From an optimization exercise on the open Yosys and OpenROAD flow, aimed at small area; shortcuts taken in it are not production practice.
RTL that was checked went through simulation tests only; none was proved equivalent to the original.
For run 2, only the layout was checked, not whether the RTL still works.
Power and IR drop assume default switching activity.

==> flow/design.v (outline; a module is shown in full before it is edited, if it fits) <==
// module sq9: 75 lines
// module sq_thr: 67 lines
// module sumsq_lt: 190 lines
// module rca: 11 lines
// module rinc: 10 lines
// module rlt: 9 lines
// module absdiff: 7 lines
// module top_logic: 392 lines
module top_logic(
    input clk,
    input rst,
    input frz,
    input [4:0] level,
    input Dout,
    output vsync,
    output hsync,
    output [3:0] VGA_R,
    output [3:0] VGA_G,
    output [3:0] VGA_B,
    input BTNU,
    input BTND,
    input BTNL,
    input BTNR,
    output [7:0] seven_seg,
    output [7:0] sel,
    input pattern_select,
    input I_spi_miso,
    output O_spi_sck,
    output O_spi_cs,
    output O_spi_mosi
);
  // ...
==> flow/run.sh <==
#!/bin/bash
# synth_recipe.tcl (not shown) runs the flow's synth.tcl, then flattens the netlist and writes it again
# the make line also repeats each setting of config.mk as NAME=value (left out here)
make -C /OpenROAD-flow-scripts/flow DESIGN_CONFIG=/design/flow/config.mk WORK_HOME=/design/flow/orfs CLKGATE_MAP_FILE= SYNTH_SCRIPT=/design/flow/synth_recipe.tcl finish
==> flow/config.mk <==
export PLATFORM = sky130hd
export DESIGN_NAME = top_logic
export DESIGN_NICKNAME = top_logic
export VERILOG_FILES = /design/flow/design.v
export SDC_FILE = /design/flow/constraint.sdc
export NUM_CORES = 4
export LEC_CHECK = 0
export CAP_MARGIN = 20
export CORE_MARGIN = 2
export CORE_UTILIZATION = 40
export SLEW_MARGIN = 20
==> flow/constraint.sdc <==
create_clock -name core_clock -period 20.0 [get_ports {clk}]
set_input_delay 4.0000 -clock core_clock [delete_from_list [all_inputs] [get_ports {clk}]]
set_output_delay 4.0000 -clock core_clock [all_outputs]
set_load 0.01 [all_outputs]
==> results list, run 1 <==
- Summed over all nets, the switching power comes to 1.84 mW.
- Initial antenna violation count: 0
- Fraction of met2 tracks used by global routing: 0.347
- Synthesis inferred 226 register bits.
* Vias per Instance: 5.21
- Registers take 4530 um2.
- The largest registers in the layout are cnt x19, scnt x19, score x16.
- The flow ran to the end and the layout has no timing, DRC or antenna violations.
- In this run the register-to-register setup slack is 8.27 ns.
- In the layout the tool counted multi-input logic cells amounting to 2027.
* Multi-input logic portion of the cell area: 0.696
- The final layout contains routed wiring with a total length of 64.8 mm.
* Maximum clock frequency: 85.3 MHz
- In this run the count of I/O pins placed on the die edge is 48.
* Clock latency on the worst-skew pair: 0.56 ns
- For this run, the detailed router's first-pass iteration total came to 5.
- The worst setup path is launched from a flip-flop.
* Detailed-route DRC error count: 0
- Standard cell core area: 64600 um2
- Slew at the pin closest to its max-slew limit: 1.01 ns
* Final clock-cell share: 0.0333
* Reg power frac: 0.136
- The layout has 428 inverters outside the clock class.
* Adder and majority cell fraction of the synthesized area: 0.447
* PostCTS Resize Cnt: 0
- Required time of the critical path: 20.45 ns
- Setup repair after global routing left no endpoint under its margin.
* Reported sequential group power: 514 uW
- GR peak layer: met2
* Clock buffer count in the final layout: 37
- Counting instances, the worst hold path has a depth of 1.
- Post-synthesis xor/xnor area fraction: 0.0421
- In this run, CTS created clock tree buffers numbering 28.
- TritonCTS clock tree: yes
* Area fraction in compound gates after synthesis: 0.0886
- Sum Neg Setup Slack: 0 ns
- # setup viols final: 0
- By startpoint and endpoint, the worst setup path is classified as reg2reg.
- The count of cells in the finished layout, fillers not included, comes to 3634.
- Vias after detailed routing: 18919
==> module top_logic, before the edit <==
module top_logic(
    input clk,
    input rst,
    input frz,
    input [4:0] level,
    input Dout,
    output vsync,
    output hsync,
    output [3:0] VGA_R,
    output [3:0] VGA_G,
    output [3:0] VGA_B,
    input BTNU,
    input BTND,
    input BTNL,
    input BTNR,
    output [7:0] seven_seg,
    output [7:0] sel,
    input pattern_select,
    input I_spi_miso,
    output O_spi_sck,
    output O_spi_cs,
    output O_spi_mosi
);
    reg [10:0] hcount;
    reg [9:0]  vcount;
    reg [9:0]  counter;
    reg        frame;
    wire hreset = (hcount == 11'd1039);
    wire vs = !(vcount >= 10'd637 && vcount <= 10'd642);      
    wire hs = !(hcount >= 11'd856 && hcount <= 11'd975);
    wire [10:0] hcount_inc;
    wire [9:0]  vcount_inc, counter_inc;
    wire hco, vco, cco;
    rinc #(11) u_hinc(.a(hcount), .ci(1'b1), .s(hcount_inc), .co(hco));
    rinc #(10) u_vinc(.a(vcount), .ci(1'b1), .s(vcount_inc), .co(vco));
    rinc #(10) u_cinc(.a(counter), .ci(!vs), .s(counter_inc), .co(cco));
    always @(posedge clk) begin
        if (rst) begin
            hcount  <= 0;
            vcount  <= 0;
            counter <= 0;
            frame   <= 0;
        end else begin
            hcount <= hreset ? 11'd0 : hcount_inc;
            if (hreset) vcount <= (vcount == 10'd665) ? 10'd0 : vcount_inc;
            if (counter == 10'd30 && frz) begin
                counter <= 0;
                frame   <= 1;
            end else begin
                counter <= counter_inc;
                frame <= 0;
            end
        end
    end
    assign vsync = ~vs;
    assign hsync = ~hs;
    wire paused = ~frz;
    reg [9:0]  b1xh;
    reg [8:0]  b1yh;
    reg        b1sx, b1sy;
    reg [15:0] score;
    reg        over;
    wire [10:0] b1x = {b1xh, 1'b0};
    wire [9:0]  b1y = {b1yh, 1'b0};
    wire [9:0]  b1xh_n;
    wire [8:0]  b1yh_n;
    wire [15:0] score_inc;
    wire [3:0]  d1_inc, d2_inc, d3_inc;
    wire u0, u1, u2, u3, u4, u5;
    rca  #(10) u_b1x(.a(b1xh), .b({{9{~b1sx}}, 1'b1}), .ci(1'b0), .s(b1xh_n), .co(u0));
    rca  #(9)  u_b1y(.a(b1yh), .b({{8{~b1sy}}, 1'b1}), .ci(1'b0), .s(b1yh_n), .co(u1));
    rinc #(16) u_sc(.a(score), .ci(1'b1), .s(score_inc), .co(u2));
    rinc #(4)  u_d1(.a(score[7:4]), .ci(1'b1), .s(d1_inc), .co(u3));
    rinc #(4)  u_d2(.a(score[11:8]), .ci(1'b1), .s(d2_inc), .co(u4));
    rinc #(4)  u_d3(.a(score[15:12]), .ci(1'b1), .s(d3_inc), .co(u5));
    always @(posedge clk) begin
        if (rst) begin
            b1xh <= 10'd250;
            b1yh <= 9'd250;
            b1sx <= 0;
            b1sy <= 0;
            score <= 0;
        end else if (frame && !over) begin
            if (b1xh == 10'd1) begin b1sx <= 1; score <= score_inc; end
            else if (b1xh == 10'd381) begin b1sx <= 0; score <= score_inc; end
            if (b1yh == 9'd18) begin b1sy <= 1; score <= score_inc; end
            else if (b1yh == 9'd281) begin b1sy <= 0; score <= score_inc; end
            b1xh <= b1xh_n;
            b1yh <= b1yh_n;
            if (score[3:0] == 10) begin score[3:0] <= 0; score[7:4] <= d1_inc; end
            if (score[7:4] == 10) begin score[7:4] <= 0; score[11:8] <= d2_inc; end
            if (score[11:8] == 10) begin score[11:8] <= 0; score[15:12] <= d3_inc; end
            if (score[15:12] == 10) begin score[11:8] <= 0; end
        end
    end
    reg [9:0]  b2xh;
    reg [9:0]  b2y;
    reg        b2sx, b2sy;
    wire [10:0] b2x = {b2xh, 1'b0};
    wire [9:0]  b2xh_n, b2y_n;
    wire u6, u7;
    rca #(10) u_b2x(.a(b2xh), .b({{9{~b2sx}}, 1'b1}), .ci(1'b0), .s(b2xh_n), .co(u6));
    rca #(10) u_b2y(.a(b2y), .b({{8{~b2sy}}, 2'b11 ^ {~b2sy, 1'b0}}), .ci(1'b0), .s(b2y_n), .co(u7));
    always @(posedge clk) begin
        if (rst) begin
            b2sx <= 0;
            b2sy <= 0;
        end else begin
            if (b2xh <= 10'd1) b2sx <= 1;
            else if (b2xh >= 10'd381) b2sx <= 0;
            if (b2y <= 10'd36) b2sy <= 1;
            else if (b2y >= 10'd562) b2sy <= 0;
        end
    end
    always @(posedge clk) begin
        if (rst) begin
            b2xh <= 10'd100;
            b2y <= 10'd500;
        end else if (frame) begin
            b2xh <= b2xh_n;
            b2y <= b2y_n;
        end
    end
    reg [7:0] spi_i;           
    reg [5:0] state;           
    reg       cs_r, sck_r, mosi_r;
    reg [3:0] dout;
    reg [2:0] spi_xd, spi_yd;   
    wire sel0f = (spi_i != 8'd0) && (spi_i <= 8'd100);    
    reg [2:0] dstep;
    always @(*) begin
        case (dout)
            4'd1, 4'd2:   dstep = 3'b111;
            4'd3, 4'd4:   dstep = 3'b110;
            4'd13, 4'd14: dstep = 3'b001;
            4'd11, 4'd12: dstep = 3'b010;
            default:      dstep = 3'b000;
        endcase
    end
    wire [7:0] spi_i_inc;
    wire [5:0] state_inc;
    wire u8, u9;
    rinc #(8) u_iinc(.a(spi_i), .ci(1'b1), .s(spi_i_inc), .co(u8));
    rinc #(6) u_sinc(.a(state), .ci(1'b1), .s(state_inc), .co(u9));
    always @(posedge clk) begin
        if (rst) begin
            spi_i <= 0;
            spi_xd <= 0;
            spi_yd <= 0;
        end else begin
            spi_i <= (spi_i == 8'd199) ? 8'd0 : spi_i_inc;
            if (spi_i == 8'd99)  spi_yd <= -dstep;
            if (spi_i == 8'd199) spi_xd <= dstep;
        end
    end
    reg mosi_bit;
    always @(*) begin
        case (state[4:1])
            4'd4, 4'd6, 4'd7, 4'd15: mosi_bit = 1'b1;
            4'd11: mosi_bit = ~sel0f;
            4'd12, 4'd13, 4'd14: mosi_bit = sel0f;
            default: mosi_bit = 1'b0;
        endcase
    end
    always @(posedge clk) begin
        if (rst) begin
            state <= 0;
            cs_r <= 1;
            sck_r <= 0;
            mosi_r <= 0;
            dout <= 0;
        end else begin
            state <= (state == 6'd50) ? 6'd0 : state_inc;
            cs_r <= (state == 6'd49);
            if (state != 6'd50) sck_r <= state[0];
            if (state <= 6'd30 && !state[0]) mosi_r <= mosi_bit;
            if (state == 6'd43) dout[3] <= I_spi_miso;
            if (state == 6'd45) dout[2] <= I_spi_miso;
            if (state == 6'd47) dout[1] <= I_spi_miso;
            if (state == 6'd49) dout[0] <= I_spi_miso;
        end
    end
    assign O_spi_cs = cs_r;
    assign O_spi_sck = sck_r;
    assign O_spi_mosi = mosi_r;
    reg [10:0] px;
    reg [9:0]  py;
    reg [2:0]  pdx, pdy;       
    always @(*) begin
        if (!pattern_select) begin
            pdx = BTNR ? 3'b001 : BTNL ? 3'b111 : 3'b000;
            pdy = BTND ? 3'b001 : BTNU ? 3'b111 : 3'b000;
        end else begin
            pdx = spi_xd;
            pdy = spi_yd;
        end
    end
    wire [10:0] px_n;
    wire [9:0]  py_n;
    wire u10, u11;
    rca #(11) u_px(.a(px), .b({{8{pdx[2]}}, pdx}), .ci(1'b0), .s(px_n), .co(u10));
    rca #(10) u_py(.a(py), .b({{7{pdy[2]}}, pdy}), .ci(1'b0), .s(py_n), .co(u11));
    always @(posedge clk) begin
        if (rst) begin
            px <= 11'd500;
            py <= 10'd200;
        end else if (frame) begin
            px <= px_n;
            py <= py_n;
        end
    end
    reg [8:0]  R;              
    reg [18:0] cnt;            
    reg        c19, c20;       
    reg [11:0] color;
    wire [10:0] ax1, ax2;
    wire [9:0]  ay1, ay2;
    absdiff #(11) u_ax1(.a(px), .b(b1x), .d(ax1));
    absdiff #(10) u_ay1(.a(py), .b(b1y), .d(ay1));
    absdiff #(11) u_ax2(.a(px), .b(b2x), .d(ax2));
    absdiff #(10) u_ay2(.a(py), .b(b2y), .d(ay2));
    wire [17:0] R2, S2;
    sq9    u_r2(.r(R), .r2(R2));
    sq_thr u_s2(.r(R), .r2(R2), .s2(S2));
    wire lt1, lt2;
    sumsq_lt u_h1(.a(ax1[8:0]), .b(ay1[8:0]), .t(S2), .lt(lt1));
    sumsq_lt u_h2(.a(ax2[8:0]), .b(ay2[8:0]), .t(S2), .lt(lt2));
    wire hit1 = (ax1[10:9] == 2'b0) && !ay1[9] && lt1;
    wire hit2 = (ax2[10:9] == 2'b0) && !ay2[9] && lt2;
    wire [11:0] xpR;
    wire [10:0] ypR, ymR;
    wire [9:0]  Rp2;
    wire u12, ymR_nneg, c1;
    assign Rp2[0] = R[0];
    rinc #(8)  u_rp2(.a(R[8:1]), .ci(1'b1), .s(Rp2[8:1]), .co(Rp2[9]));
    rlt  #(11) u_c1(.a(px), .b({1'b0, Rp2}), .lt(c1));
    rca  #(11) u_xpr(.a(px), .b({2'b0, R}), .ci(1'b0), .s(xpR[10:0]), .co(xpR[11]));
    rca  #(10) u_ypr(.a(py), .b({1'b0, R}), .ci(1'b0), .s(ypR[9:0]), .co(ypR[10]));
    rca  #(10) u_ymr(.a(py), .b(~{1'b0, R}), .ci(1'b1), .s(ymR[9:0]), .co(ymR_nneg));
    wire wall = c1 || (xpR > 12'd762) || (ymR_nneg && ymR[9:0] < 10'd36) || (ypR > 11'd562);
    wire collide = wall || hit1 || hit2;
    wire shrink = c20 && !Dout && (R[8:3] != 6'd0);
    wire [8:0]  R_n;
    wire [18:0] cnt_inc;
    wire [11:0] color_n;
    wire cnt_co, u16;
    rca  #(9)  u_rn(.a(R), .b(c19 ? 9'd1 : 9'h1FE), .ci(1'b0), .s(R_n), .co(u12));
    rinc #(19) u_cnt(.a(cnt), .ci(!paused), .s(cnt_inc), .co(cnt_co));
    rca  #(12) u_col(.a(color), .b(12'h333), .ci(1'b0), .s(color_n), .co(u16));
    always @(posedge clk) begin
        if (rst) begin
            R <= 9'd10;
            cnt <= 0;
            c19 <= 0;
            c20 <= 0;
            color <= 12'h6C3;
            over <= 0;
        end else begin
            if (paused) color <= 12'h6C3;
            cnt <= cnt_inc;
            c19 <= cnt_co;
            if (shrink) begin
                c20 <= 0;
                color <= color_n;
            end
            if (c19) begin
                c19 <= 0;
                c20 <= ~c20;
            end
            if (collide) R <= 9'd400;
            else if (c19 || shrink) R <= R_n;
            over <= collide;
        end
    end
    wire [11:0] h12;
    wire [10:0] v12;
    rca #(11) u_h12(.a(hcount), .b(11'd12), .ci(1'b0), .s(h12[10:0]), .co(h12[11]));
    rca #(10) u_v12(.a(vcount), .b(10'd12), .ci(1'b0), .s(v12[9:0]), .co(v12[10]));
    wire [11:0] ex1, ex2;
    wire [10:0] ey1, ey2;
    wire u20, u21, u22, u23;
    rca #(12) u_ex1(.a(h12), .b(~{1'b0, b1x}), .ci(1'b1), .s(ex1), .co(u20));
    rca #(11) u_ey1(.a(v12), .b(~{1'b0, b1y}), .ci(1'b1), .s(ey1), .co(u21));
    rca #(12) u_ex2(.a(h12), .b(~{1'b0, b2x}), .ci(1'b1), .s(ex2), .co(u22));
    rca #(11) u_ey2(.a(v12), .b(~{1'b0, b2y}), .ci(1'b1), .s(ey2), .co(u23));
    wire in_b1 = (ex1[11:5] == 7'd0) && (ey1[10:5] == 6'd0) && disc12(ex1[4:0], ey1[4:0]);
    wire in_b2 = (ex2[11:5] == 7'd0) && (ey2[10:5] == 6'd0) && disc12(ex2[4:0], ey2[4:0]);
    wire in_bd = (hcount == 11'd0) || (vcount == 10'd30) || (hcount == 11'd768) || (vcount == 10'd568);
    wire [10:0] ahxp;
    wire [9:0]  avyp;
    absdiff #(11) u_ahp(.a(hcount), .b(px), .d(ahxp));
    absdiff #(10) u_avp(.a(vcount), .b(py), .d(avyp));
    wire ltp;
    sumsq_lt u_p(.a(ahxp[8:0]), .b(avyp[8:0]), .t(R2), .lt(ltp));
    wire in_p = (ahxp[10:9] == 2'b0) && !avyp[9] && ltp;
    reg [11:0] s1;             
    always @(posedge clk)
        s1 <= (in_b1 || in_b2 || in_bd) ? 12'hFFF : (in_p ? color : 12'h000);
    localparam WIDTH = 10, HEIGHT = 40;
    localparam [7:0] x = 120;
    localparam [7:0] y = 245;
    wire text =
        ((hcount >= (x + 5*WIDTH + 3*HEIGHT) && hcount < (x + 6*WIDTH + 3*HEIGHT)) && (vcount >= y && vcount < (y + 2*WIDTH + HEIGHT))) ||
        ((hcount >= (x + 5*WIDTH + 3*HEIGHT) && hcount < (x + 6*WIDTH + 3*HEIGHT)) && (vcount >= (y + 2*WIDTH + HEIGHT) && vcount < (y + 2*WIDTH + 2*HEIGHT))) ||
        ((hcount >= (x + 5*WIDTH + 3*HEIGHT) && hcount < (x + 7*WIDTH + 4*HEIGHT)) && (vcount >= (y + 2*WIDTH + 2*HEIGHT) && vcount < (y + 3*WIDTH + 2*HEIGHT))) ||
        ((hcount >= (x + 8*WIDTH + 4*HEIGHT) && hcount < (x + 10*WIDTH + 5*HEIGHT)) && (vcount >= y && vcount < (y + WIDTH))) ||
        ((hcount >= (x + 8*WIDTH + 4*HEIGHT) && hcount < (x + 9*WIDTH + 4*HEIGHT)) && (vcount >= (y + WIDTH) && vcount < (y + 2*WIDTH + HEIGHT))) ||
        ((hcount >= (x + 8*WIDTH + 4*HEIGHT) && hcount < (x + 9*WIDTH + 4*HEIGHT)) && (vcount >= (y + 2*WIDTH + HEIGHT) && vcount < (y + 2*WIDTH + 2*HEIGHT))) ||
        ((hcount >= (x + 8*WIDTH + 4*HEIGHT) && hcount < (x + 10*WIDTH + 5*HEIGHT)) && (vcount >= (y + 2*WIDTH + 2*HEIGHT) && vcount < (y + 3*WIDTH + 2*HEIGHT))) ||
        ((hcount >= (x + 9*WIDTH + 5*HEIGHT) && hcount < (x + 10*WIDTH + 5*HEIGHT)) && (vcount >= (y + WIDTH) && vcount < (y + 2*WIDTH + HEIGHT))) ||
        ((hcount >= (x + 9*WIDTH + 5*HEIGHT) && hcount < (x + 10*WIDTH + 5*HEIGHT)) && (vcount >= (y + 2*WIDTH + HEIGHT) && vcount < (y + 2*WIDTH + 2*HEIGHT))) ||
        ((hcount >= (x + 11*WIDTH + 5*HEIGHT) && hcount < (x + 13*WIDTH + 6*HEIGHT)) && (vcount >= y && vcount < (y + WIDTH))) ||
        ((hcount >= (x + 11*WIDTH + 5*HEIGHT) && hcount < (x + 12*WIDTH + 5*HEIGHT)) && (vcount >= (y + WIDTH) && vcount < (y + WIDTH + HEIGHT))) ||
        ((hcount >= (x + 11*WIDTH + 5*HEIGHT) && hcount < (x + 13*WIDTH + 6*HEIGHT)) && (vcount >= (y + WIDTH + HEIGHT) && vcount < (y + 2*WIDTH + HEIGHT))) ||
        ((hcount >= (x + 12*WIDTH + 6*HEIGHT) && hcount < (x + 13*WIDTH + 6*HEIGHT)) && (vcount >= (y + 2*WIDTH + HEIGHT) && vcount < (y + 2*WIDTH + 2*HEIGHT))) ||
        ((hcount >= (x + 11*WIDTH + 5*HEIGHT) && hcount < (x + 13*WIDTH + 6*HEIGHT)) && (vcount >= (y + 2*WIDTH + 2*HEIGHT) && vcount < (y + 3*WIDTH + 2*HEIGHT))) ||
        ((hcount >= (x + 14*WIDTH + 6*HEIGHT) && hcount < (x + 16*WIDTH + 7*HEIGHT)) && (vcount >= y && vcount < (y + WIDTH))) ||
        ((hcount >= (x + 14*WIDTH + 6*HEIGHT + HEIGHT/2) && hcount < (x + 15*WIDTH + 6*HEIGHT + HEIGHT/2)) && (vcount >= y && vcount < (y + 2*WIDTH + HEIGHT))) ||
        ((hcount >= (x + 14*WIDTH + 6*HEIGHT + HEIGHT/2) && hcount < (x + 15*WIDTH + 6*HEIGHT + HEIGHT/2)) && (vcount >= (y + 2*WIDTH + HEIGHT) && vcount < (y + 3*WIDTH + 2*HEIGHT)));
    reg        txt;            
    reg [11:0] final_pixel;
    always @(posedge clk) begin
        if (rst) begin
            final_pixel <= 0;
            txt <= 0;
        end else if (!over) begin
            final_pixel <= s1;
        end else begin
            txt <= text;
            final_pixel <= {4'h0, {8{txt}}};
        end
    end
    assign VGA_R = final_pixel[11:8];
    assign VGA_G = final_pixel[7:4];
    assign VGA_B = final_pixel[3:0];
    reg [18:0] scnt;
    wire [18:0] scnt_inc;
    wire u30;
    rinc #(19) u_scnt(.a(scnt), .ci(1'b1), .s(scnt_inc), .co(u30));
    always @(posedge clk) begin
        if (rst) scnt <= 0;
        else scnt <= (scnt == 19'd500000) ? 19'd1 : scnt_inc;
    end
    reg [3:0] digit;
    always @(*) begin
        case (scnt[13:11])
            3'd0: digit = score[3:0];
            3'd1: digit = score[7:4];
            3'd2: digit = score[11:8];
            3'd3: digit = score[15:12];
            default: digit = 4'hF;
        endcase
    end
    reg [7:0] seg;
    always @(*) begin
        case (digit)
            4'h0: seg = 8'hc0;
            4'h1: seg = 8'hf9;
            4'h2: seg = 8'ha4;
            4'h3: seg = 8'hb0;
            4'h4: seg = 8'h99;
            4'h5: seg = 8'h92;
            4'h6: seg = 8'h82;
            4'h7: seg = 8'hf8;
            4'h8: seg = 8'h80;
            4'h9: seg = 8'h90;
            default: seg = 8'hff;
        endcase
    end
    assign seven_seg = seg;
    assign sel = ~(8'd1 << scnt[13:11]);
    function disc12(input [4:0] e, input [4:0] f);
        reg [3:0] a, b, w;
        begin
            a = (e >= 5'd12) ? e[3:0] - 4'd12 : 4'd12 - e[3:0];
            b = (f >= 5'd12) ? f[3:0] - 4'd12 : 4'd12 - f[3:0];
            case (b)
                4'd0: w = 4'd12;
                4'd1, 4'd2, 4'd3, 4'd4: w = 4'd11;
                4'd5, 4'd6: w = 4'd10;
                4'd7: w = 4'd9;
                4'd8: w = 4'd8;
                4'd9: w = 4'd7;
                4'd10: w = 4'd6;
                4'd11: w = 4'd4;
                4'd12: w = 4'd0;
                default: w = 4'd0;
            endcase
            disc12 = (e <= 5'd24) && (f <= 5'd24) && (a <= w);
        end
    endfunction
endmodule
==> inputs of run 2 (changes only) <==
--- a/flow/design.v
+++ b/flow/design.v
@@ -330,6 +330,173 @@
     wire q187 = (1'b1 & q168) | (1'b1 & q186) | (q168 & q186);
     assign lt = ~q187;
 endmodule
+module sumsq(input [8:0] a, input [8:0] b, output [18:0] s);
+    wire u1 = (a[0] & a[7]) ^ (a[1] & a[6]);
+    wire u2 = (a[0] & a[7]) & (a[1] & a[6]);
+    wire u3 = (a[1] & a[8]) ^ (a[2] & a[7]);
+    wire u4 = (a[1] & a[8]) & (a[2] & a[7]);
+    wire u5 = (a[0] & a[5]) ^ (a[1] & a[4]) ^ (a[2] & a[3]);
+    wire u6 = ((a[0] & a[5]) & (a[1] & a[4])) | ((a[0] & a[5]) & (a[2] & a[3])) | ((a[1] & a[4]) & (a[2] & a[3]));
+    wire u7 = (a[0] & a[6]) ^ (a[1] & a[5]);
+    wire u8 = (a[0] & a[6]) & (a[1] & a[5]);
+    wire u9 = (a[2] & a[5]) ^ (a[3] & a[4]) ^ a[4];
+    wire u10 = ((a[2] & a[5]) & (a[3] & a[4])) | ((a[2] & a[5]) & a[4]) | ((a[3] & a[4]) & a[4]);
+    wire u11 = (b[0] & b[7]) ^ (b[1] & b[6]) ^ (b[2] & b[5]);
+    wire u12 = ((b[0] & b[7]) & (b[1] & b[6])) | ((b[0] & b[7]) & (b[2] & b[5])) | ((b[1] & b[6]) & (b[2] & b[5]));
+    wire u13 = (a[0] & a[8]) ^ (a[1] & a[7]) ^ (a[2] & a[6]);
+    wire u14 = ((a[0] & a[8]) & (a[1] & a[7])) | ((a[0] & a[8]) & (a[2] & a[6])) | ((a[1] & a[7]) & (a[2] & a[6]));
+    wire u15 = (a[3] & a[5]) ^ (b[0] & b[8]) ^ (b[1] & b[7]);
+    wire u16 = ((a[3] & a[5]) & (b[0] & b[8])) | ((a[3] & a[5]) & (b[1] & b[7])) | ((b[0] & b[8]) & (b[1] & b[7]));
+    wire u17 = (b[2] & b[6]) ^ (b[3] & b[5]);
+    wire u18 = (b[2] & b[6]) & (b[3] & b[5]);
+    wire u19 = (a[3] & a[6]) ^ (a[4] & a[5]) ^ a[5];
+    wire u20 = ((a[3] & a[6]) & (a[4] & a[5])) | ((a[3] & a[6]) & a[5]) | ((a[4] & a[5]) & a[5]);
+    wire u21 = (b[1] & b[8]) ^ (b[2] & b[7]) ^ (b[3] & b[6]);
+    wire u22 = ((b[1] & b[8]) & (b[2] & b[7])) | ((b[1] & b[8]) & (b[3] & b[6])) | ((b[2] & b[7]) & (b[3] & b[6]));
+    wire u23 = (b[4] & b[5]) ^ b[5] ^ u3;
+    wire u24 = ((b[4] & b[5]) & b[5]) | ((b[4] & b[5]) & u3) | (b[5] & u3);
+    wire u25 = (a[2] & a[8]) ^ (a[3] & a[7]) ^ (a[4] & a[6]);
+    wire u26 = ((a[2] & a[8]) & (a[3] & a[7])) | ((a[2] & a[8]) & (a[4] & a[6])) | ((a[3] & a[7]) & (a[4] & a[6]));
+    wire u27 = (b[2] & b[8]) ^ (b[3] & b[7]) ^ (b[4] & b[6]);
+    wire u28 = ((b[2] & b[8]) & (b[3] & b[7])) | ((b[2] & b[8]) & (b[4] & b[6])) | ((b[3] & b[7]) & (b[4] & b[6]));
+    wire u29 = (a[3] & a[8]) ^ (a[4] & a[7]) ^ (a[5] & a[6]);
+    wire u30 = ((a[3] & a[8]) & (a[4] & a[7])) | ((a[3] & a[8]) & (a[5] & a[6])) | ((a[4] & a[7]) & (a[5] & a[6]));
+    wire u31 = a[6] ^ (b[3] & b[8]) ^ (b[4] & b[7]);
+    wire u32 = (a[6] & (b[3] & b[8])) | (a[6] & (b[4] & b[7])) | ((b[3] & b[8]) & (b[4] & b[7]));
+    wire u33 = (a[0] & a[3]) ^ (a[1] & a[2]) ^ a[2];
+    wire u34 = ((a[0] & a[3]) & (a[1] & a[2])) | ((a[0] & a[3]) & a[2]) | ((a[1] & a[2]) & a[2]);
+    wire u35 = (a[0] & a[4]) ^ (a[1] & a[3]);
+    wire u36 = (a[0] & a[4]) & (a[1] & a[3]);
+    wire u37 = a[3] ^ (b[0] & b[5]) ^ (b[1] & b[4]);
+    wire u38 = (a[3] & (b[0] & b[5])) | (a[3] & (b[1] & b[4])) | ((b[0] & b[5]) & (b[1] & b[4]));
+    wire u39 = (b[2] & b[3]) ^ b[3];
+    wire u40 = (b[2] & b[3]) & b[3];
+    wire u41 = (a[2] & a[4]) ^ (b[0] & b[6]) ^ (b[1] & b[5]);
+    wire u42 = ((a[2] & a[4]) & (b[0] & b[6])) | ((a[2] & a[4]) & (b[1] & b[5])) | ((b[0] & b[6]) & (b[1] & b[5]));
+    wire u43 = (b[2] & b[4]) ^ u7 ^ u6;
+    wire u44 = ((b[2] & b[4]) & u7) | ((b[2] & b[4]) & u6) | (u7 & u6);
+    wire u45 = (b[3] & b[4]) ^ b[4] ^ u1;
+    wire u46 = ((b[3] & b[4]) & b[4]) | ((b[3] & b[4]) & u1) | (b[4] & u1);
+    wire u47 = u9 ^ u11 ^ u8;
+    wire u48 = (u9 & u11) | (u9 & u8) | (u11 & u8);
+    wire u49 = u2 ^ u13 ^ u15;
+    wire u50 = (u2 & u13) | (u2 & u15) | (u13 & u15);
+    wire u51 = u17 ^ u10 ^ u12;
+    wire u52 = (u17 & u10) | (u17 & u12) | (u10 & u12);
+    wire u53 = u19 ^ u21 ^ u23;
+    wire u54 = (u19 & u21) | (u19 & u23) | (u21 & u23);
+    wire u55 = u14 ^ u16 ^ u18;
+    wire u56 = (u14 & u16) | (u14 & u18) | (u16 & u18);
+    wire u57 = u4 ^ u25 ^ u27;
+    wire u58 = (u4 & u25) | (u4 & u27) | (u25 & u27);
+    wire u59 = u20 ^ u22 ^ u24;
+    wire u60 = (u20 & u22) | (u20 & u24) | (u22 & u24);
+    wire u61 = (b[5] & b[6]) ^ b[6] ^ u29;
+    wire u62 = ((b[5] & b[6]) & b[6]) | ((b[5] & b[6]) & u29) | (b[6] & u29);
+    wire u63 = u31 ^ u26 ^ u28;
+    wire u64 = (u31 & u26) | (u31 & u28) | (u26 & u28);
+    wire u65 = (a[4] & a[8]) ^ (a[5] & a[7]) ^ (b[4] & b[8]);
+    wire u66 = ((a[4] & a[8]) & (a[5] & a[7])) | ((a[4] & a[8]) & (b[4] & b[8])) | ((a[5] & a[7]) & (b[4] & b[8]));
+    wire u67 = (b[5] & b[7]) ^ u30 ^ u32;
+    wire u68 = ((b[5] & b[7]) & u30) | ((b[5] & b[7]) & u32) | (u30 & u32);
+    wire u69 = (a[5] & a[8]) ^ (a[6] & a[7]) ^ a[7];
+    wire u70 = ((a[5] & a[8]) & (a[6] & a[7])) | ((a[5] & a[8]) & a[7]) | ((a[6] & a[7]) & a[7]);
+    wire u71 = (b[5] & b[8]) ^ (b[6] & b[7]) ^ b[7];
+    wire u72 = ((b[5] & b[8]) & (b[6] & b[7])) | ((b[5] & b[8]) & b[7]) | ((b[6] & b[7]) & b[7]);
+    wire u73 = (a[0] & a[1]) ^ a[1];
+    wire u74 = (a[0] & a[1]) & a[1];
+    wire u75 = (b[0] & b[3]) ^ (b[1] & b[2]);
+    wire u76 = (b[0] & b[3]) & (b[1] & b[2]);
+    wire u77 = (b[0] & b[4]) ^ (b[1] & b[3]) ^ u35;
+    wire u78 = ((b[0] & b[4]) & (b[1] & b[3])) | ((b[0] & b[4]) & u35) | ((b[1] & b[3]) & u35);
+    wire u79 = u5 ^ u37 ^ u39;
+    wire u80 = (u5 & u37) | (u5 & u39) | (u37 & u39);
+    wire u81 = u41 ^ u43 ^ u38;
+    wire u82 = (u41 & u43) | (u41 & u38) | (u43 & u38);
+    wire u83 = u45 ^ u47 ^ u42;
+    wire u84 = (u45 & u47) | (u45 & u42) | (u47 & u42);
+    wire u85 = u49 ^ u51 ^ u46;
+    wire u86 = (u49 & u51) | (u49 & u46) | (u51 & u46);
+    wire u87 = u53 ^ u55 ^ u50;
+    wire u88 = (u53 & u55) | (u53 & u50) | (u55 & u50);
+    wire u89 = u57 ^ u59 ^ u54;
+    wire u90 = (u57 & u59) | (u57 & u54) | (u59 & u54);
+    wire u91 = u61 ^ u63 ^ u58;
+    wire u92 = (u61 & u63) | (u61 & u58) | (u63 & u58);
+    wire u93 = u65 ^ u67 ^ u62;
+    wire u94 = (u65 & u67) | (u65 & u62) | (u67 & u62);
+    wire u95 = u69 ^ u71 ^ u66;
+    wire u96 = (u69 & u71) | (u69 & u66) | (u71 & u66);
+    wire u97 = (a[6] & a[8]) ^ (b[6] & b[8]) ^ u70;
+    wire u98 = ((a[6] & a[8]) & (b[6] & b[8])) | ((a[6] & a[8]) & u70) | ((b[6] & b[8]) & u70);
+    wire u99 = (a[7] & a[8]) ^ a[8] ^ (b[7] & b[8]);
+    wire u100 = ((a[7] & a[8]) & a[8]) | ((a[7] & a[8]) & (b[7] & b[8])) | (a[8] & (b[7] & b[8]));
+    wire u101 = (b[0] & b[1]) ^ b[1];
+    wire u102 = (b[0] & b[1]) & b[1];
+    wire u103 = (a[0] & a[2]) ^ (b[0] & b[2]) ^ u74;
+    wire u104 = ((a[0] & a[2]) & (b[0] & b[2])) | ((a[0] & a[2]) & u74) | ((b[0] & b[2]) & u74);
+    wire u105 = b[2] ^ u33 ^ u75;
+    wire u106 = (b[2] & u33) | (b[2] & u75) | (u33 & u75);
+    wire u107 = u34 ^ u77 ^ u76;
+    wire u108 = (u34 & u77) | (u34 & u76) | (u77 & u76);
+    wire u109 = u36 ^ u79 ^ u78;
+    wire u110 = (u36 & u79) | (u36 & u78) | (u79 & u78);
+    wire u111 = u40 ^ u81 ^ u80;
+    wire u112 = (u40 & u81) | (u40 & u80) | (u81 & u80);
+    wire u113 = u44 ^ u83 ^ u82;
+    wire u114 = (u44 & u83) | (u44 & u82) | (u83 & u82);
+    wire u115 = u48 ^ u85 ^ u84;
+    wire u116 = (u48 & u85) | (u48 & u84) | (u85 & u84);
+    wire u117 = u52 ^ u87 ^ u86;
+    wire u118 = (u52 & u87) | (u52 & u86) | (u87 & u86);
+    wire u119 = u56 ^ u89 ^ u88;
+    wire u120 = (u56 & u89) | (u56 & u88) | (u89 & u88);
+    wire u121 = u60 ^ u91 ^ u90;
+    wire u122 = (u60 & u91) | (u60 & u90) | (u91 & u90);
+    wire u123 = u64 ^ u93 ^ u92;
+    wire u124 = (u64 & u93) | (u64 & u92) | (u93 & u92);
+    wire u125 = u68 ^ u95 ^ u94;
+    wire u126 = (u68 & u95) | (u68 & u94) | (u95 & u94);
+    wire u127 = u72 ^ u97 ^ u96;
+    wire u128 = (u72 & u97) | (u72 & u96) | (u97 & u96);
+    wire u129 = b[8] ^ u99 ^ u98;
+    wire u130 = (b[8] & u99) | (b[8] & u98) | (u99 & u98);
+    wire u131 = a[0] ^ b[0];
+    wire u132 = a[0] & b[0];
+    wire u133 = u73 ^ u101;
+    wire u134 = u73 & u101;
+    wire u135 = u103 ^ u102 ^ u134;
+    wire u136 = (u103 & u102) | (u103 & u134) | (u102 & u134);
+    wire u137 = u105 ^ u104 ^ u136;
+    wire u138 = (u105 & u104) | (u105 & u136) | (u104 & u136);
+    wire u139 = u107 ^ u106 ^ u138;
+    wire u140 = (u107 & u106) | (u107 & u138) | (u106 & u138);
+    wire u141 = u109 ^ u108 ^ u140;
+    wire u142 = (u109 & u108) | (u109 & u140) | (u108 & u140);
+    wire u143 = u111 ^ u110 ^ u142;
+    wire u144 = (u111 & u110) | (u111 & u142) | (u110 & u142);
+    wire u145 = u113 ^ u112 ^ u144;
+    wire u146 = (u113 & u112) | (u113 & u144) | (u112 & u144);
+    wire u147 = u115 ^ u114 ^ u146;
+    wire u148 = (u115 & u114) | (u115 & u146) | (u114 & u146);
+    wire u149 = u117 ^ u116 ^ u148;
+    wire u150 = (u117 & u116) | (u117 & u148) | (u116 & u148);
+    wire u151 = u119 ^ u118 ^ u150;
+    wire u152 = (u119 & u118) | (u119 & u150) | (u118 & u150);
+    wire u153 = u121 ^ u120 ^ u152;
+    wire u154 = (u121 & u120) | (u121 & u152) | (u120 & u152);
+    wire u155 = u123 ^ u122 ^ u154;
+    wire u156 = (u123 & u122) | (u123 & u154) | (u122 & u154);
+    wire u157 = u125 ^ u124 ^ u156;
+    wire u158 = (u125 & u124) | (u125 & u156) | (u124 & u156);
+    wire u159 = u127 ^ u126 ^ u158;
+    wire u160 = (u127 & u126) | (u127 & u158) | (u126 & u158);
+    wire u161 = u129 ^ u128 ^ u160;
+    wire u162 = (u129 & u128) | (u129 & u160) | (u128 & u160);
+    wire u163 = u100 ^ u130 ^ u162;
+    wire u164 = (u100 & u130) | (u100 & u162) | (u130 & u162);
+    assign s = {u164, u163, u161, u159, u157, u155, u153, u151, u149, u147, u145, u143, u141, u139, u137, u135, u133, u132, u131};
+endmodule
 module rca #(parameter W = 8) (input [W-1:0] a, input [W-1:0] b, input ci,
                                output [W-1:0] s, output co);
     wire [W:0] c;
@@ -438,10 +605,14 @@
     wire u0, u1, u2, u3, u4, u5;
     rca  #(10) u_b1x(.a(b1xh), .b({{9{~b1sx}}, 1'b1}), .ci(1'b0), .s(b1xh_n), .co(u0));
     rca  #(9)  u_b1y(.a(b1yh), .b({{8{~b1sy}}, 1'b1}), .ci(1'b0), .s(b1yh_n), .co(u1));
-    rinc #(16) u_sc(.a(score), .ci(1'b1), .s(score_inc), .co(u2));
+    assign score_inc[15:4] = score[15:4];
+    rinc #(4)  u_sc(.a(score[3:0]), .ci(1'b1), .s(score_inc[3:0]), .co(u2));
     rinc #(4)  u_d1(.a(score[7:4]), .ci(1'b1), .s(d1_inc), .co(u3));
     rinc #(4)  u_d2(.a(score[11:8]), .ci(1'b1), .s(d2_inc), .co(u4));
     rinc #(4)  u_d3(.a(score[15:12]), .ci(1'b1), .s(d3_inc), .co(u5));
+    wire b1mv = frame && !over;
+    wire [9:0] b1xh_nx = b1mv ? b1xh_n : b1xh;     
+    wire [8:0] b1yh_nx = b1mv ? b1yh_n : b1yh;
     always @(posedge clk) begin
         if (rst) begin
             b1xh <= 10'd250;
@@ -449,7 +620,7 @@
             b1sx <= 0;
             b1sy <= 0;
             score <= 0;
-        end else if (frame && !over) begin
+        end else if (b1mv) begin
             if (b1xh == 10'd1) begin b1sx <= 1; score <= score_inc; end
             else if (b1xh == 10'd381) begin b1sx <= 0; score <= score_inc; end
             if (b1yh == 9'd18) begin b1sy <= 1; score <= score_inc; end
@@ -556,7 +727,10 @@
     reg [9:0]  py;
     reg [2:0]  pdx, pdy;       
     always @(*) begin
-        if (!pattern_select) begin
+        if (!frame) begin
+            pdx = 3'b000;
+            pdy = 3'b000;
+        end else if (!pattern_select) begin
             pdx = BTNR ? 3'b001 : BTNL ? 3'b111 : 3'b000;
             pdy = BTND ? 3'b001 : BTNU ? 3'b111 : 3'b000;
         end else begin
@@ -573,7 +747,7 @@
         if (rst) begin
             px <= 11'd500;
             py <= 10'd200;
-        end else if (frame) begin
+        end else begin
             px <= px_n;
             py <= py_n;
         end
@@ -581,21 +755,42 @@
     reg [8:0]  R;              
     reg [18:0] cnt;            
     reg        c19, c20;       
-    reg [11:0] color;
-    wire [10:0] ax1, ax2;
-    wire [9:0]  ay1, ay2;
-    absdiff #(11) u_ax1(.a(px), .b(b1x), .d(ax1));
-    absdiff #(10) u_ay1(.a(py), .b(b1y), .d(ay1));
-    absdiff #(11) u_ax2(.a(px), .b(b2x), .d(ax2));
-    absdiff #(10) u_ay2(.a(py), .b(b2y), .d(ay2));
+    reg [11:0] colorD;         
+    reg [1:0]  cop;            
+    reg [18:0] D1, D2;
+    reg far1, far2;
+    wire [10:0] ub_x = frame ? {b1xh_nx, 1'b0} : b2x;
+    wire [9:0]  ub_y = frame ? {b1yh_nx, 1'b0} : b2y;
+    wire [10:0] uax;
+    wire [9:0]  uay;
+    absdiff #(11) u_uax(.a(px_n), .b(ub_x), .d(uax));
+    absdiff #(10) u_uay(.a(py_n), .b(ub_y), .d(uay));
+    wire [18:0] uD;
+    sumsq u_sq(.a(uax[8:0]), .b(uay[8:0]), .s(uD));
+    wire ufar = (uax[10:9] != 2'b0) || uay[9];
+    always @(posedge clk) begin
+        if (rst) begin
+            D1 <= 19'd90000;       
+            far1 <= 0;
+        end else if (frame) begin
+            D1 <= uD;
+            far1 <= ufar;
+        end
+    end
+    always @(posedge clk) begin
+        D2 <= uD;
+        far2 <= ufar;
+    end
+    wire [18:0] D2x = frame ? D2 : uD;
+    wire far2x = frame ? far2 : ufar;
     wire [17:0] R2, S2;
     sq9    u_r2(.r(R), .r2(R2));
     sq_thr u_s2(.r(R), .r2(R2), .s2(S2));
     wire lt1, lt2;
-    sumsq_lt u_h1(.a(ax1[8:0]), .b(ay1[8:0]), .t(S2), .lt(lt1));
-    sumsq_lt u_h2(.a(ax2[8:0]), .b(ay2[8:0]), .t(S2), .lt(lt2));
-    wire hit1 = (ax1[10:9] == 2'b0) && !ay1[9] && lt1;
-    wire hit2 = (ax2[10:9] == 2'b0) && !ay2[9] && lt2;
+    rlt #(19) u_lt1(.a(D1), .b({1'b0, S2}), .lt(lt1));
+    rlt #(19) u_lt2(.a(D2x), .b({1'b0, S2}), .lt(lt2));
+    wire hit1 = !far1 && lt1;
+    wire hit2 = !far2x && lt2;
     wire [11:0] xpR;
     wire [10:0] ypR, ymR;
     wire [9:0]  Rp2;
@@ -615,23 +810,19 @@
     wire cnt_co, u16;
     rca  #(9)  u_rn(.a(R), .b(c19 ? 9'd1 : 9'h1FE), .ci(1'b0), .s(R_n), .co(u12));
     rinc #(19) u_cnt(.a(cnt), .ci(!paused), .s(cnt_inc), .co(cnt_co));
-    rca  #(12) u_col(.a(color), .b(12'h333), .ci(1'b0), .s(color_n), .co(u16));
+    rca  #(12) u_col(.a(colorD), .b(12'h333), .ci(1'b0), .s(color_n), .co(u16));
+    wire [11:0] color = cop[1] ? 12'h6C3 : cop[0] ? color_n : colorD;
     always @(posedge clk) begin
         if (rst) begin
             R <= 9'd10;
             cnt <= 0;
             c19 <= 0;
             c20 <= 0;
-            color <= 12'h6C3;
             over <= 0;
         end else begin
-            if (paused) color <= 12'h6C3;
             cnt <= cnt_inc;
             c19 <= cnt_co;
-            if (shrink) begin
-                c20 <= 0;
-                color <= color_n;
-            end
+            if (shrink) c20 <= 0;
             if (c19) begin
                 c19 <= 0;
                 c20 <= ~c20;
@@ -641,6 +832,10 @@
             over <= collide;
         end
     end
+    always @(posedge clk) begin
+        colorD <= color;
+        cop <= rst ? 2'd2 : shrink ? 2'd1 : paused ? 2'd2 : 2'd0;
+    end
     wire [11:0] h12;
     wire [10:0] v12;
     rca #(11) u_h12(.a(hcount), .b(11'd12), .ci(1'b0), .s(h12[10:0]), .co(h12[11]));
@@ -662,9 +857,12 @@
     wire ltp;
     sumsq_lt u_p(.a(ahxp[8:0]), .b(avyp[8:0]), .t(R2), .lt(ltp));
     wire in_p = (ahxp[10:9] == 2'b0) && !avyp[9] && ltp;
-    reg [11:0] s1;             
-    always @(posedge clk)
-        s1 <= (in_b1 || in_b2 || in_bd) ? 12'hFFF : (in_p ? color : 12'h000);
+    reg wd, pd;                
+    always @(posedge clk) begin
+        wd <= in_b1 || in_b2 || in_bd;
+        pd <= in_p;
+    end
+    wire [11:0] s1 = wd ? 12'hFFF : (pd ? colorD : 12'h000);
     localparam WIDTH = 10, HEIGHT = 40;
     localparam [7:0] x = 120;
     localparam [7:0] y = 245;
--- a/flow/config.mk
+++ b/flow/config.mk
@@ -8,4 +8,6 @@
 export CAP_MARGIN = 20
 export CORE_MARGIN = 2
 export CORE_UTILIZATION = 40
+export CTS_BUF_LIST = sky130_fd_sc_hd__clkbuf_4
+export CTS_CLUSTER_SIZE = 30
 export SLEW_MARGIN = 20
==> results list, run 2 <==
- The number of cells on the worst reg-to-reg path is 47.
- The cell sitting at the root of the clock tree is a sky130_fd_sc_hd__clkbuf_4.
- In the layout the commonest cells are 362 x sky130_fd_sc_hd__inv_1, 318 x sky130_fd_sc_hd__fa_1, 257 x sky130_fd_sc_hd__dfxtp_1, 255 x sky130_fd_sc_hd__ha_1, 183 x sky130_fd_sc_hd__nand2_1.
* Slew at the pin closest to its max-slew limit: 0.979 ns (-0.0335 ns)
- The count of unresolved DRC violations after routing is 0 (unchanged).
- The cell count of the worst hold path was 1 (unchanged).
- Final weighted congestion in routability-driven placement: 0.883
- In the final routed layout, each cell accounts on average for 16.5 um.
- Summing every instance area after synthesis gives 24500 um2.
* Share of the cycle needed by the critical path after routing: 0.923
- Setup repair after global routing left no endpoint under its margin.
* Final critical delay including setup and external delays: 18.46 ns
- IO Port Bufs: 41
- Area growth, synth to finish: 8.73%
- PostCTS Resize Cnt: 0 (unchanged)
* Via count of the first global-routing pass: 18471
- The largest individual stage delay along the critical path comes from the cell sky130_fd_sc_hd__clkdlybuf4s50_1.
- The H-tree generated during clock tree synthesis spans 3 levels.
- Of the synthesized area, sequential elements account for 0.211.
- The first global-routing pass estimated 95.3 mm of wire.
- Synthesis instantiated 80 different standard cells from the library.
- Cell types with the highest counts after synthesis: 362 x sky130_fd_sc_hd__inv_1, 318 x sky130_fd_sc_hd__fa_1, 258 x sky130_fd_sc_hd__dfxtp_1
- Die Y-Extent: 251 um
- Of the cells placed in the final design, the portion with a size suffix greater than 1 is 0.0684.
- Max-slew violation count: 0
* Standard cell core area: 60400 um2 (-6.5%)
- For this run, the leading register cell type out of synthesis is sky130_fd_sc_hd__dfxtp_1.
- The number of nets handed over by synthesis was 3179.
- Kind of capture point of the worst setup path: flip-flop
- Final net count: 3219
* Vias after detailed routing: 17755 (-6.2%)
- In this run the remaining antenna-violating nets after routing total 0.
* Most area-consuming cells after synthesis: sky130_fd_sc_hd__fa_1 26%, sky130_fd_sc_hd__dfxtp_1 21%, sky130_fd_sc_hd__ha_1 13%
- End point of the most critical hold path: b2sx
* Largest stage delay on the critical path: 0.58 ns
- Worst hold path type: reg2reg
- Sum of overflow across all layers after global routing: 0
- The timing-limited maximum frequency was 54.2 MHz (-36%).
- Clock Sinks: 258
- Num ports: 48 (unchanged)
* Headroom to the max-slew limit: 0.341
* Overall die area: 63100 um2
- Global-route usage over all layers: 0.188
- Entering global routing, the biggest net connects 79 pins.
- In the post-synthesis netlist, the cell with the most instances is sky130_fd_sc_hd__inv_1.
- Initial antenna violation count: 3 (+3)
- # setup viols final: 0 (unchanged)
- TritonCTS clock tree: yes
- Required time of the critical path: 20.62 ns (+0.17 ns)
- Of all cell types, the one taking the most synthesized area is sky130_fd_sc_hd__fa_1.
- Yosys mapped a number of flops with a built-in enable equal to 0.
* Worst IR Drop VDD: 0.0669 mV
- On the critical path the largest part of the delay comes from adder cells.
- Number of buffers created by CTS: 76 (+170%)
* Max Fanout on Critical Path: 10
- Counting the fill cells in the layout gives 5870.
- At the end of the flow the core is filled with cells to 0.441.
* Status: timing/DRC/antenna clean
- Power density relative to cell area: 85.1 nW/um2
* Vias per Instance: 5.11 (-1.9%)
* Reg2reg end: R[1]
* HPWL Detailed: 45.2 mm
- Clock latency on the worst-skew pair: 0.83 ns (+0.27 ns)
* Launch instance of the worst register-to-register path: frame
- Flop and latch count out of synthesis: 258 (+14%)
- In this design, the critical path's most frequently occurring cell is sky130_fd_sc_hd__fa_1.
- For this configuration, the core starts out at a cell density of 0.405.
* Post-synthesis cell count: 2591
- Area share of the leading cell type in the synthesized netlist: 0.260
- Most frequent standard cell in the layout excluding fill and tap cells: sky130_fd_sc_hd__inv_1
- The detailed-routing iteration count for the pre-antenna-repair pass is 6 (+1).
- For this run, the number of Yosys warnings is 1.
- The startpoint identified for the worst hold timing path is b2xh[9].
- Averaged over all synthesized cells, the footprint is 9.44 um2.
* R2R setup slack: 4.57 ns (-3.70 ns)
* Leakage power summed over all cells: 12.1 nW
* Buffers and inverters on the worst path: 5
- Chip width: 251 um
* Final worst clock skew: 0.0745 ns
- The number of hold buffers added after CTS was 0.
- The floorplan has 90 rows.
- Once the clock tree was built, the setup fixing pass inserted 0 buffers.
- The aggregate negative setup slack was 0 ns (unchanged).
- In the synthesized netlist the async set-or-reset flop fraction comes to 0.
- Critical path class: in2reg
* Maximum Capacitance Violations: 0
* Final routed wirelength across all metal layers: 57.3 mm (-12%)
- Startpoint Class: primary input
- The number of endpoints with negative hold slack in the final report was 0.
* Maximum buffer depth of the clock tree: 3
- The first routing iteration left 1026 violations.
- Endpoint arrival time on the critical path: 19.08 ns
* Clock-pin transition on the worst setup and hold timing paths: 0.07 ns
* Final hold slack: 0.445 ns
[run 2: worst max-delay path by stage]
stage	slack, ns	endpoint	from	depth (start not counted)
after floorplan	2.22	R[1]	pattern_select	48
after global placement	0.90	R[1]	pattern_select	46
after detailed placement	0.72	R[3]	pattern_select	46
after CTS	1.62	R[1]	pattern_select	46
after global routing	0.94	R[1]	pattern_select	46
final	1.54	R[1]	pattern_select	46
[run 2: through the flow]
stage                     setup WS, ns  cell area [um2]  total power [mW]  instances
after floorplan                   2.22            24500              1.44       2591
after global placement           0.905            25600              1.73       3334
after detailed placement         0.722            25600              1.76       3334
after CTS                         1.62            26600              2.30       3473
after global routing             0.942            26600              2.49       3476
final                             1.54            26600              2.26       3476
[run 2: cells by family after synthesis]
| family | Yosys count | synth area share |
|---|---|---|
| buffers and inverters | 460 | 0.0715 |
| muxes | 59 | 0.0269 |
| and+or+nand+nor | 775 | 0.162 |
| other | 1 | 0.000153 |
| AOI/OAI and AO/OA | 352 | 0.0963 |
| DFF | 258 | 0.211 |
| xor gates and xnor gates | 105 | 0.0376 |
| adders and majority gates | 581 | 0.394 |
[run 2: area by class of cell]
type / instances / area, um2 / share of cell area
Multi-Input combinational cell: 1873 / 17600 / 0.660
Clock inverter: 31 / 183 / 0.00687
Inverter: 370 / 1390 / 0.0522
Antenna cell: 2 / 5.00 / 0.000188
Timing Repair Buffer: 52 / 503 / 0.0189
Tap cell: 782 / 978 / 0.0368
Clock buffer: 108 / 811 / 0.0305
Sequential cell: 258 / 5170 / 0.194
[run 2: routing by layer]
metal  track usage  vias up  part of all wire
li1              -     8612                 -
met1         0.259     8661              0.47
met2         0.302      397              0.46
met3        0.0311       85             0.049
met4        0.0582        0             0.023
met5             0        -                 0
[run 2: report_power, final]
part	internal, mW	total, mW	leakage, nW	switching (mW)
clock network	0.267	0.517	0.591	0.250
registers	0.531	0.560	2.09	0.0285
logic	0.505	1.19	9.42	0.681
==> inputs of run 3 (changes only) <==
--- a/flow/design.v
+++ b/flow/design.v
@@ -757,6 +757,7 @@
     reg        c19, c20;       
     reg [11:0] colorD;         
     reg [1:0]  cop;            
+    reg frame_d;
     reg [18:0] D1, D2;
     reg far1, far2;
     wire [10:0] ub_x = frame ? {b1xh_nx, 1'b0} : b2x;
@@ -770,19 +771,19 @@
     wire ufar = (uax[10:9] != 2'b0) || uay[9];
     always @(posedge clk) begin
         if (rst) begin
+            frame_d <= 0;
             D1 <= 19'd90000;       
+            D2 <= 19'd180000;      
             far1 <= 0;
-        end else if (frame) begin
-            D1 <= uD;
-            far1 <= ufar;
+            far2 <= 0;
+        end else begin
+            frame_d <= frame;
+            if (frame) begin D1 <= uD; far1 <= ufar; end
+            if (frame_d) begin D2 <= uD; far2 <= ufar; end
         end
     end
-    always @(posedge clk) begin
-        D2 <= uD;
-        far2 <= ufar;
-    end
-    wire [18:0] D2x = frame ? D2 : uD;
-    wire far2x = frame ? far2 : ufar;
+    wire [18:0] D2x = frame_d ? uD : D2;
+    wire far2x = frame_d ? ufar : far2;
     wire [17:0] R2, S2;
     sq9    u_r2(.r(R), .r2(R2));
     sq_thr u_s2(.r(R), .r2(R2), .s2(S2));
--- a/flow/config.mk
+++ b/flow/config.mk
@@ -8,6 +8,4 @@
 export CAP_MARGIN = 20
 export CORE_MARGIN = 2
 export CORE_UTILIZATION = 40
-export CTS_BUF_LIST = sky130_fd_sc_hd__clkbuf_4
-export CTS_CLUSTER_SIZE = 30
 export SLEW_MARGIN = 20
==> results list, run 3 <==
* Post-synthesis cell count: 2623 (+1.2%)
- Hold-fix buffers, CTS: 0 (unchanged)
* Area growth, synth to finish: 8.92%
- Iteration-0 DRC count of the detailed router: 852 (-17%)
- The global placement routability congestion was 0.896 (+1.4%).
- The antenna violation net count after detailed routing was 0 (unchanged).
- TritonCTS clock tree: yes
- Global-route usage over all layers: 0.187 (-0.00116)
- The wire length of the first global-routing pass came to 96.0 mm (+0.68%).
- Vias per Instance: 5.20 (+1.9%)
- The relative contribution of the clock network to total power came to 0.269 (+0.040).
- The count of max-cap constraint violations came to 0 (unchanged).
- Post-synthesis xor/xnor area fraction: 0.0377 (+0.000105)
- The count of endpoints failing setup in the final report is 0 (unchanged).
* Via count of the first global-routing pass: 18657 (+1.0%)
* Post-CTS setup repair buffer count: 0 (unchanged)
- NetSw: 916 uW (-4.6%)
- The detailed-routing iteration count for the pre-antenna-repair pass was 6 (unchanged).
- In the synthesized netlist the dominant register cell turns out to be sky130_fd_sc_hd__dfxtp_1.
* Critical path class: in2reg
- Max Fanout on Critical Path: 11 (+1)
- The number of distinct standard cells referenced by the synthesized netlist is 90 (+13%).
* Multiplexer share of the synthesized area: 0.0238 (-0.00308)
- Largest stage delay on the critical path: 0.64 ns (+0.06 ns)
- The total number of vias came to 17834 (+0.44%).
* CTS Root Buffer Type: sky130_fd_sc_hd__clkbuf_16
* RSZ-0062 raised after global routing: false
* Syn_nets: 3214 (+1.1%)
* Status: timing/DRC/antenna clean
- The timing-limited maximum frequency was 52.9 MHz (-2.3%).
* Kind of capture point of the worst setup path: flip-flop
- The number of antenna violations at the first check in global routing was 2 (-1).
- Sum Neg Setup Slack: 0 ns (unchanged)
- The deepest level of the CTS H-tree came to 2 (-1).
- Number of buffers created by CTS: 35 (-54%)
- The width of the die came to 252 um (+0.33%).
- Headroom to the max-slew limit: 0.388 (+0.0476)
* Num ports: 48 (unchanged)
- Diodes inserted: 0 (-2)
- The placement-stage worst setup slack came to 0.596 ns (-0.126 ns).
* Required time of the critical path: 20.39 ns (-0.23 ns)
- Leakage power summed over all cells: 11.9 nW (-1.4%)
- Part of the total power dissipated in combinational logic: 0.483 (-0.041)
- Die Y-Extent: 252 um (+0.33%)
* Share of the cycle needed by the critical path after routing: 0.945 (+0.0219)
- In this design, the critical path's most frequently occurring cell is sky130_fd_sc_hd__fa_1.
* Clock Sinks: 259 (+0.39%)
- The detailed-placement wirelength estimate came to 45.2 mm (about the same).
- In the layout the commonest cells are 359 x sky130_fd_sc_hd__inv_1, 317 x sky130_fd_sc_hd__fa_1, 259 x sky130_fd_sc_hd__ha_1, 258 x sky130_fd_sc_hd__dfxtp_1, 207 x sky130_fd_sc_hd__nand2_1.
- The maximum number of pins on one net before global-route repair is 73 (-7.6%).
- Dominant combinational cell family by area after synthesis: adder cells
* Power density relative to cell area: 84.2 nW/um2 (-1.1%)
- Clock latency on the worst-skew pair: 0.57 ns (-0.26 ns)
- The total of cells resized after clock tree synthesis came to 0 (unchanged).
- Area share of the leading cell type in the synthesized netlist: 0.258 (-0.00255)
* Number of enable-type register cells in the synthesized netlist: 0 (unchanged)
* Detailed-route DRC error count: 0 (unchanged)
* FFs w/ async S/R, synth: 0 (unchanged)
* Overall die area: 63500 um2 (+0.66%)
- Total count of hold-check failures in the final report: 0 (unchanged)
- Adder and majority cell fraction of the synthesized area: 0.395 (+0.00109)
- Maximum buffer depth of the clock tree: 3 (unchanged)
- The share of post-route cells with drive strength above 1 came to 0.0404 (-0.0279).
- Cell types with the highest counts after synthesis: 359 x sky130_fd_sc_hd__inv_1, 317 x sky130_fd_sc_hd__fa_1, 259 x sky130_fd_sc_hd__dfxtp_1, 259 x sky130_fd_sc_hd__ha_1, 207 x sky130_fd_sc_hd__nand2_1
- Starting utilization of the core area: 0.406 (+0.00120)
- The clock-pin slew reported for the worst setup and hold paths after clock tree synthesis is 0.06 ns (about the same).
* Sum of overflow across all layers after global routing: 0 (unchanged)
- In the post-synthesis netlist, the biggest area contributors are sky130_fd_sc_hd__fa_1 26%, sky130_fd_sc_hd__dfxtp_1 21%, sky130_fd_sc_hd__ha_1 13%.
* Final critical delay including setup and external delays: 18.90 ns (+0.439 ns)
- sky130_fd_sc_hd__inv_1 is the most common cell in the netlist.
- Reg power frac: 0.248 (about the same)
- Portion of the post-synthesis area used by sequential elements: 0.211 (-0.000593)
* Max-slew violation count: 0 (unchanged)
* IO Port Bufs: 41 (unchanged)
- Endpoint arrival time on the critical path: 19.28 ns (+0.20 ns)
- The tightest min-delay check is of the reg2reg type.
* Total number of yosys warnings: 1 (unchanged)
- The slowest stage of the critical path is the sky130_fd_sc_hd__fa_1 cell.
- Area fraction in compound gates after synthesis: 0.0971 (+0.000833)
* Area share of and/or/nand/nor cells after synthesis: 0.164 (+0.00136)
- Final net count: 3211 (-0.25%)
- The final routed wirelength across all metal layers was 57.0 mm (-0.48%).
* Flop and latch count out of synthesis: 259 (+0.39%)
- The peak ir drop on the vdd network came to 0.0619 mV (-7.5%).
- Filler Cell Count: 5834 (-0.61%)
* Post-route setup slack: 1.10 ns (-0.439 ns)
- Sw Share: 0.406 (-0.0183)
- Final worst clock skew: 0.0331 ns (-0.0414 ns)
- The core area is 60600 um2 (+0.37%).
- Largest area contributor in the synthesized netlist: sky130_fd_sc_hd__fa_1
* Wirelength per Cell: 16.6 um (+0.92%)
- The synthesized area divided by synthesized cell count came to 9.39 um2 (-0.56%).
* Internal portion of total power: 1.34 mW (+2.9%)
* Post-synthesis instance area: 24600 um2 (+0.67%)
- Slew at the pin closest to its max-slew limit: 0.918 ns (-0.0611 ns)
- Most frequent standard cell in the layout excluding fill and tap cells: sky130_fd_sc_hd__inv_1
* Number of placement rows: 90 (unchanged)
* Startpoint Class: primary input
-- run 3: metal layers --
layer,up-vias,share of wire,GRT usage
li1,8577,-,-
met1,8839,0.46,0.248
met2,340,0.48,0.323
met3,76,0.040,0.0229
met4,2,0.021,0.0500
met5,-,0.00023,0
-- run 3: critical path, delay by kind of cell --
kind / cells / cell delay [ns]
simple gates: 3 / 0.82
compound gates: 3 / 0.67
fa+ha+maj: 33 / 12.54
xor+xnor: 1 / 0.25
buf+inv: 8 / 0.99
-- run 3: metrics by stage --
stage / power, mW / area [um2] / instances / hold slack, ns / utilization
after floorplan: 1.39 / 24600 / 2623 / 0.421 / -
after global placement: 1.63 / 25700 / 3365 / 0.443 / 0.424
after detailed placement: 1.66 / 25700 / 3365 / 0.448 / 0.424
after CTS: 2.29 / 26800 / 3428 / 0.465 / 0.443
after global routing: 2.46 / 26800 / 3428 / 0.494 / 0.443
final: 2.26 / 26800 / 3428 / 0.459 / 0.443
-- run 3: kinds of logic after synthesis --
group                    Yosys count
AO/OA/AOI/OAI                    367
XOR/XNOR                         106
adder cells (fa/ha/maj)          590
buffers and inverters            456
flip-flops                       259
multiplexers                      53
other                              1
AND/OR/NAND/NOR                  791
-- run 3: cell type report --
| type | instances | area [um2] | area share |
|---|---|---|---|
| Clock buffer | 49 | 978 | 0.0365 |
| Clock inverter | 14 | 136 | 0.00509 |
| Inverter | 363 | 1360 | 0.0508 |
| Multi-Input combinational cell | 1908 | 17700 | 0.659 |
| Sequential cell | 259 | 5190 | 0.193 |
| Tap cell | 782 | 978 | 0.0365 |
| Timing Repair Buffer | 53 | 498 | 0.0186 |
-- run 3: power groups by stage --
stage	registers [mW]	logic [mW]	clock network, mW
after floorplan	0.562	0.824	0
after global placement	0.572	1.06	0
after detailed placement	0.572	1.09	0
after CTS	0.560	1.10	0.629
after global routing	0.563	1.25	0.646
final	0.560	1.09	0.608
-- run 3: path summary, 6_finish.rpt --
check / start / slack, ns / endpoint / depth (start not counted)
max: pattern_select / 1.10 / R[1] / 48
min: b2xh[9] / 0.46 / b2sx / 1
max reg2reg: frame / 4.85 / R[1] / 47
min reg2reg: b2xh[9] / 0.46 / b2sx / 1

static timing again, ports no longer ideal:
No port has a modelled driver above. Below, the same layouts with a new extraction and two added sets of constraints. Step 1 assumes that a clkbuf_16 drives the clock port and a buf_2 every other input. Step 2 also shifts input and output timing later by t, the mid clock arrival at the registers, as if the neighbouring blocks saw the same clock. Slacks: ideal ports / drivers / drivers and shift; pairs: ideal ports / drivers.
run	t, ns	slack for setup (ns)	clock arrival spread, ns	worst slew at a driven data input, ns
run 1	0.601	8.272 / 8.272 / 8.272	0.013 / 0.013	0.04
run 2	0.841	1.543 / 1.572 / 0.731	0.074 / 0.074	0.04
run 3	0.613	1.104 / 1.132 / 0.519	0.039 / 0.039	0.04
After both steps setup and hold are still met in every run listed. For run 2, which loses most, drivers alone change the setup slack by +0.029 ns; drivers and shift together by -0.812 ns.
